Source: an optimization exercise on an open RTL-to-GDS flow (aim: small area). Production flows keep margins and buffers that such runs may drop.
Function was checked by simulation only, so behaviour that the tests miss may differ from the original.

==> v31: inputs <==
Design uart_trx, start of the top module:
module uart_trx #(parameter baudrate = 115200)
(
	input clk,
	input rst,
	input [7:0] data_byte,
	input data_ready,
	output output_tx,
	input rx,
	output [7:0] out_data,
	output done
);
	uart_tx #(.baudrate(baudrate)) tx(
		.clk(clk), .rst(rst), .data_byte(data_byte), .data_ready(data_ready),
		.output_tx(output_tx));
	uart_rx #(.baudrate(baudrate)) rxu(
		.clk(clk), .rst(rst), .rx(rx), .out_data(out_data), .done(done));
endmodule
==> module uart_tx, before the edit <==
module uart_tx #(parameter baudrate = 115200)
(
	input clk,
	input rst,
	input [7:0] data_byte,
	input data_ready,
	output reg output_tx
);
	localparam [3:0] START = 4'b0000;
	localparam [3:0] STOP  = 4'b0001;
	localparam [3:0] IDLE  = 4'b0011;
	reg [3:0] phase;
	reg [6:0] cnt;
	wire idle = (phase == IDLE);
	wire tc = cnt[0] & cnt[1] & cnt[3] & cnt[4];
	always @(posedge clk)
	begin
		cnt <= (idle | tc) ? 7'b0110010 : {cnt[5:0], ~(cnt[6] ^ cnt[2])};
		if (rst)
			phase <= IDLE;
		else if (idle)
			phase <= data_ready ? START : IDLE;
		else if (tc)
			case (phase)
				START:   phase <= 4'b1000;
				4'b1111: phase <= STOP;
				STOP:    phase <= IDLE;
				default: phase <= phase + 4'd1;
			endcase
		if (rst)
			output_tx <= 1'b1;
		else if (phase[3])
			output_tx <= data_byte[phase[2:0]];
		else
			output_tx <= (phase != START);
	end
endmodule
==> module uart_rx, before the edit <==
module uart_rx #(parameter baudrate = 115200)
(
	input clk,
	input rst,
	input rx,
	output reg [7:0] out_data,
	output done
);
	localparam [3:0] IDLE  = 4'd0;
	localparam [3:0] DONE  = 4'd1;
	localparam [3:0] START = 4'd2;   
	localparam [3:0] LAST  = 4'd11;  
	reg [3:0] phase;
	reg [6:0] cnt;
	reg [7:0] data;
	wire idle = (phase == IDLE) | (phase == DONE);
	wire tc = cnt[0] & cnt[1] & cnt[3] & cnt[4];
	assign done = (phase == DONE);
	always @(posedge clk)
	begin
		cnt <= idle ? 7'b1101000 : tc ? 7'b0110010 : {cnt[5:0], ~(cnt[6] ^ cnt[2])};
		if (rst)
			phase <= IDLE;
		else if (idle)
			phase <= rx ? IDLE : START;
		else if (tc)
			phase <= (phase == LAST) ? DONE : phase + 4'd1;
		if (tc)
			data <= {rx, data[7:1]};
		if (tc && phase == LAST)
			out_data <= data;
	end
endmodule
clock: 10.0 ns
lec_check: 0
cap_margin: 20
core_margin: 2
core_utilization: 40
slew_margin: 20
run.sh (not shown) runs the stock make flow with config.mk's settings and CLKGATE_MAP_FILE= SYNTH_SCRIPT=/design/flow/synth_recipe.tcl, a recipe that flattens the netlist after the stock synthesis.
==> v30 (differences from v31) <==
==> flow/design.v (replaced) <==
module uart_tx #(parameter baudrate = 115200)
(
	input clk,
	input rst,
	input [7:0] data_byte,
	input data_ready,
	output reg output_tx
);
	parameter IDLE = 2'b00;
	parameter START = 2'b01;
	parameter DATA = 2'b10;
	parameter END = 2'b11;
	parameter clk_freq = 10000000;
	parameter clks_per_byte = clk_freq / baudrate;
	reg [2:0] state;
	reg [24:0] clk_count;
	reg [3:0] bit_index;
	always @(posedge clk)
	begin
		if (rst)
		begin
			state <= IDLE;
			clk_count <= 0;
			bit_index <= 0;
			output_tx <= 1;
		end
		else
		case (state)
			IDLE:
			begin
				output_tx <= 1;	 
				if (data_ready == 1)   
					begin
						clk_count <= 0;
						state <= START;
					end
			end
			START:
			begin
				output_tx <= 0;   
				clk_count <= clk_count + 1;
				if (clk_count == clks_per_byte)
					begin
					clk_count <= 0;
					state <= DATA;
					end
			end
			DATA:
			begin
				output_tx <= (bit_index > 7) ? 1'b1 : data_byte[bit_index[2:0]];
				clk_count <= clk_count + 1;
				if (clk_count == clks_per_byte)
					begin
						clk_count <= 0;
						bit_index <= bit_index + 1;
					end
				if (bit_index > 7)
					begin
						bit_index <= 0;
						state <= END;
					end
				end
			END:
			begin
				output_tx <= 1;
				clk_count <= clk_count + 1;
				if (clk_count == clks_per_byte) 
					begin
						clk_count <= 0;
						state <= IDLE;
					end
			end
		endcase
	end
endmodule
module uart_rx #(parameter baudrate = 115200) (
	input clk,
	input rst,
	input rx,
	output reg [7:0] out_data,
	output reg done
);
	parameter IDLE = 2'b00;
	parameter START = 2'b01;
	parameter DATA = 2'b10;
	parameter END = 2'b11;
	parameter clk_freq = 10000000;
	parameter clks_per_byte = clk_freq / baudrate;
	reg [2:0] state;
	reg [24:0] clk_count;
	reg [3:0] bit_index;
	reg [7:0] data;
	always @(posedge clk) 
	begin
		if (rst)
		begin
			state <= IDLE;
			clk_count <= 0;
			bit_index <= 0;
			data <= 0;
			done <= 0;
		end
		else
		case (state)
			IDLE: 
			begin
				done <= 0;
				if (rx == 0)
				begin			
					bit_index <= 0;
					clk_count <= 0;
					state <= START;
				end
			end
			START:
			begin
				clk_count <= clk_count + 1;
				if (clk_count == (clks_per_byte / 2)) 
				begin
					clk_count <= 0;
					state <= DATA;
				end
			end
			DATA:
			begin
				clk_count <= clk_count + 1;
				if (clk_count == clks_per_byte)
				begin
					data[bit_index[2:0]] = rx;
					clk_count <= 0;
					bit_index <= bit_index + 1;
					if (bit_index >= 7) 
					begin			
						state <= END;
					end
				end
			end
			END:	 
			begin
				clk_count <= clk_count + 1;
				if (clk_count == clks_per_byte) 
				begin
					done <= 1;
					out_data <= data;
					clk_count <= 0;
					state <= IDLE;
				end
			end
		endcase
	end
endmodule
module uart_trx #(parameter baudrate = 115200)
(
	input clk,
	input rst,
	input [7:0] data_byte,
	input data_ready,
	output output_tx,
	input rx,
	output [7:0] out_data,
	output done
);
	uart_tx #(.baudrate(baudrate)) tx(
		.clk(clk), .rst(rst), .data_byte(data_byte), .data_ready(data_ready),
		.output_tx(output_tx));
	uart_rx #(.baudrate(baudrate)) rxu(
		.clk(clk), .rst(rst), .rx(rx), .out_data(out_data), .done(done));
endmodule
==> v11 (differences from v31) <==
--- a/flow/config.mk
+++ b/flow/config.mk
@@ -8,4 +8,6 @@
 export CAP_MARGIN = 20
 export CORE_MARGIN = 2
-export CORE_UTILIZATION = 40
+export CORE_UTILIZATION = 70
+export CTS_BUF_LIST = sky130_fd_sc_hd__clkbuf_4
+export CTS_CLUSTER_SIZE = 50
 export SLEW_MARGIN = 20
==> results.yml <==
power_and_ir_drop:
  switching_share_pct: 21.7
  vdd_ir_drop_max_v: 0.0000702
placement:
  gp_congestion: 0.821
yosys:
  yosysTopAreaCell: "edfxtp_1"
worst_setup_path:
  cp-endpoint: "done"
clocking:
  root_buffer: "clkbuf_8"
sta:
  fin_crit_sh_pct: 35.5
outcome:
  status: "timing/DRC/antenna clean"
Source of the figures above: v31

==> results.yml <==
outcome:
  status: "timing/DRC/antenna clean"
sta:
  fin_crit_sh_pct: 36.8
layout:
  drive_above_1_share_pct: 7.33
drt:
  drtPass1Iterations: 4
yosys:
  yosysTopAreaCell: "edfxtp_1"
placement:
  gp_congestion: 0.775
power_and_ir_drop:
  vdd_ir_drop_max_v: 0.000152
grt:
  gr-usage-met1_pct: 30.7
Source of the figures above: v11

==> results.yml <==
outcome:
  status: "timing/DRC/antenna clean"
min_path:
  holdPathStages: 0
placement:
  dp_hpwl_um: 6230
  gp_congestion: 0.788
grt:
  grt_pass1_vias: 3404
sta:
  fin_crit_sh_pct: 35.5
yosys:
  yosysTopAreaCell: "dfxtp_1"
  synth_top_family_by_area: "simple AND/OR/NAND/NOR gates"
worst_setup_path:
  cp-endpoint: "rxu.clk_count[7]"
clocking:
  root_buffer: "clkbuf_8"
power_and_ir_drop:
  vdd_ir_drop_max_v: 0.000128
  switching_share_pct: 34.8
run:
  maxCapViolCount: 0
drt:
  drt-initial-drc-count: 199
Source of the figures above: v30

==> port drivers added, routing unchanged <==
No port has a modelled driver above. Below, the same layouts with a new extraction and two added sets of constraints. Step 1, drivers: a clkbuf_16 drives clk and a buf_2 each remaining input, both assumed. Step 2 also shifts input and output timing later by t, the mid clock arrival at the registers, as if the neighbouring blocks saw the same clock. Three values: ideal, step 1, step 2; two values: the first two.
run	t (ns)	setup slack, ns	worst hold slack (ns)	latest minus earliest clock arrival (ns)	pins driven straight from the clock port
v31	0.313	6.447 / 6.424 / 6.678	0.429 / 0.429 / 0.429	0.002 / 0.002	1
v30	0.381	6.448 / 6.449 / 6.068	0.435 / 0.435 / 0.435	0.009 / 0.008	1
v11	0.368	6.323 / 6.303 / 6.604	0.436 / 0.436 / 0.436	0.016 / 0.015	1
After both steps every run listed still meets setup and hold. For v30, which loses most, drivers alone change the setup slack by +0.001 ns; drivers and shift together by -0.380 ns.
